What follows belongs to an exercise in optimizing a design on an open flow for small area and a short achievable clock period; a production flow would make more cautious choices.
At most, simulation tests tie the RTL to the original design; equivalence was not proved.

== run 3 ==
==> flow/design.v <==
module mdrow #(parameter W = 32, parameter ARCH = 1)
  (
   input [W-1:0]  r,
   input [W-1:0]  x,
   input          ci,
   input          m,
   input          dv,
   output [W-1:0] ro,
   output         q);
   reg [W-1:0] g, t, c;
   reg         co;
   integer     l, i;
   always @(*) begin
      g = r & x;
      t = r | x;
      g[0] = g[0] | (t[0] & ci);
      if (ARCH == 0) begin
         for (i = 1; i < W; i = i + 1) begin
            g[i] = g[i] | (t[i] & g[i-1]);
         end
      end else if (ARCH == 1) begin
         for (l = 0; (1 << l) < W; l = l + 1)
           for (i = (2 << l) - 1; i < W; i = i + (2 << l)) begin
              g[i] = g[i] | (t[i] & g[i - (1 << l)]);
              t[i] = t[i] & t[i - (1 << l)];
           end
         for (l = 8; l >= 0; l = l - 1)
           if ((2 << l) < W)
             for (i = 3 * (1 << l) - 1; i < W; i = i + (2 << l)) begin
                g[i] = g[i] | (t[i] & g[i - (1 << l)]);
                t[i] = t[i] & t[i - (1 << l)];
             end
      end else if (ARCH == 2) begin
         for (l = 0; (1 << l) < W; l = l + 1)
           for (i = W - 1; i >= 0; i = i - 1)
             if ((i >> l) & 1) begin
                g[i] = g[i] | (t[i] & g[((i >> l) << l) - 1]);
                t[i] = t[i] & t[((i >> l) << l) - 1];
             end
      end else begin
         for (l = 0; (1 << l) < W; l = l + 1)
           for (i = W - 1; i >= (1 << l); i = i - 1) begin
              g[i] = g[i] | (t[i] & g[i - (1 << l)]);
              t[i] = t[i] & t[i - (1 << l)];
           end
      end
      c[0] = ci;
      for (i = 1; i < W; i = i + 1)
        c[i] = g[i-1];
      co = g[W-1];
   end
   wire sel = m & (co | ~dv);
   assign q  = co & m;
   assign ro = r ^ ({W{sel}} & (x ^ c));
endmodule
module dsp_alu
  (
   input             clk,
   input [2:0]       ctrl,
   input [31:0]      src_a, src_b,
   output [31:0]     result);
   localparam K1 = 20, K2 = 5;
   wire [31:0] a = src_a, b = src_b;
   wire op_and = ctrl == 3'd0;
   wire op_or  = ctrl == 3'd1;
   wire op_mul = ctrl == 3'd3;
   wire op_div = ctrl == 3'd4;
   wire op_sub = ctrl == 3'd6;
   wire op_slt = ctrl == 3'd7;
   wire op_add = ctrl == 3'd2 || ctrl == 3'd5;
   wire [31:0] x0 = op_mul ? a : op_add ? b : op_slt ? ~a : ~b;
   wire [31:0] r0 = (op_div | op_add | op_sub) ? a :
                    op_slt ? b : op_and ? (a & b) : op_or ? (a | b) : 32'd0;
   reg [31:0] m0;
   integer    k;
   always @(*) begin
      m0[0] = op_div | op_mul & b[0] | op_add | op_sub | op_slt;
      for (k = 1; k < 32; k = k + 1)
        m0[k] = op_div ? ~|(b >> (32 - k)) : op_mul & b[k];
   end
   wire [31:0] rv [0:32];
   wire [31:0] xv [0:32];
   wire [31:0] mq [0:32];
   wire        dv [0:32];
   wire        sb [0:32];
   wire        qs [0:32];
   assign rv[32] = r0;
   assign xv[32] = x0;
   assign mq[32] = m0;
   assign dv[32] = op_div;
   assign sb[32] = op_sub;
   assign qs[32] = op_div | op_slt;
   genvar j;
   generate
      for (j = 31; j >= 0; j = j - 1) begin : row
         wire [31:0] ri, xi, mi;
         wire        di, si, qi;
         if (j == K1 - 1 || j == K2 - 1) begin : cut
            reg [31:0] r_q, x_q, m_q;
            reg        d_q, s_q, qs_q;
            always @(posedge clk) begin
               r_q <= rv[j+1]; x_q <= xv[j+1]; m_q <= mq[j+1];
               d_q <= dv[j+1]; s_q <= sb[j+1]; qs_q <= qs[j+1];
            end
            assign ri = r_q; assign xi = x_q; assign mi = m_q;
            assign di = d_q; assign si = s_q; assign qi = qs_q;
         end else begin : nocut
            assign ri = rv[j+1]; assign xi = xv[j+1]; assign mi = mq[j+1];
            assign di = dv[j+1]; assign si = sb[j+1]; assign qi = qs[j+1];
         end
         wire [31-j:0] ro;
         wire          q;
         mdrow #(.W(32 - j)) u_row
           (.r(ri[31:j]), .x(xi[31-j:0]), .ci(di | (j == 0 ? si : 1'b0)),
            .m(mi[j]), .dv(di), .ro(ro), .q(q));
         if (j == 0) begin : lsb
            assign rv[j] = ro;
         end else begin : rest
            assign rv[j] = {ro, ri[j-1:0]};
         end
         assign mq[j] = (mi & ~(32'd1 << j)) | ({31'd0, q} << j);
         assign xv[j] = xi;
         assign dv[j] = di;
         assign sb[j] = si;
         assign qs[j] = qi;
      end
   endgenerate
   generate
      if (K2 == 0) begin : outreg
         reg [31:0] res_q;
         always @(posedge clk) res_q <= qs[0] ? mq[0] : rv[0];
         assign result = res_q;
      end else begin : outcomb
         assign result = qs[0] ? mq[0] : rv[0];
      end
   endgenerate
endmodule
make LEC_CHECK=0 ABC_AREA=1 CAP_MARGIN=20 CORE_MARGIN=2 CORE_UTILIZATION=40 CTS_CLUSTER_DIAMETER=60 CTS_CLUSTER_SIZE=12 SLEW_MARGIN=20 SYNTH_HIERARCHICAL=1 finish   # period 70.0 ns
run.sh (not shown) runs the stock make flow with config.mk's settings and CLKGATE_MAP_FILE= SYNTH_SCRIPT=/design/flow/synth_recipe.tcl, a recipe that flattens the netlist after the stock synthesis.
Input changes introduced in run 5 (baseline for comparison: run 3):
-- flow/design.v --
<<< run 3, line 60
   input [31:0]      src_a, src_b,
   output [31:0]     result);
   localparam K1 = 20, K2 = 5;
   wire [31:0] a = src_a, b = src_b;
   wire op_and = ctrl == 3'd0;
>>> run 5, line 60
   input [31:0]      src_a, src_b,
   output [31:0]     result);
   localparam K1 = 23, K2 = 6;
   wire [31:0] a = src_a, b = src_b;
   wire op_and = ctrl == 3'd0;
- | number of nets in the final layout | run 3 vs run 5 | ≈ equal |
- Maximum cell stage delay along the critical path was higher in the run labelled run 5.
- Taking run 3 as the reference, in run 5 post-layout worst setup margin shows a reduction of 1290 ps; setup slack of the worst register-to-register path shows a reduction of 530 ps.
- The kind of critical path comes out register to primary output in one run and input pin to register in the other, namely in run 5 and run 3 respectively.
- Run 5 -> run 3: number of synthesized register bits delta 0, exact match
- Run 5 against run 3: wire length of the first global-routing pass now sits higher; height of the die now sits at about the same level; final area now sits at about the same level.
- The average wire per standard cell in run 5 sits about 8% above the value recorded for run 3.
Function not checked in run 3: the RTL went through the layout flow alone.

static timing again, ports no longer ideal:
The results above use ideal ports. As a check the final layouts listed here were re-extracted and re-timed, cells and wires unchanged.
Step 1 assumes that a clkbuf_16 drives the clock port and a buf_2 every other input.
Step 2 also shifts input and output timing later by t, the mid clock arrival at the registers, as if the neighbouring blocks saw the same clock.
Slacks: ideal / step 1 / step 2; pairs: ideal / step 1.
run	t, ns	slack for setup (ns)	hold slack, ns	pins driven straight from the clock port
run 3	0.550	42.206 / 42.223 / 41.673	0.328 / 0.328 / 0.328	1
run 5	0.556	40.913 / 40.847 / 41.403	0.323 / 0.323 / 0.323	1
After both steps setup and hold are still met in every run listed. The setup slack of run 3, which loses most, moves by +0.017 ns with the drivers and by -0.533 ns with both steps.
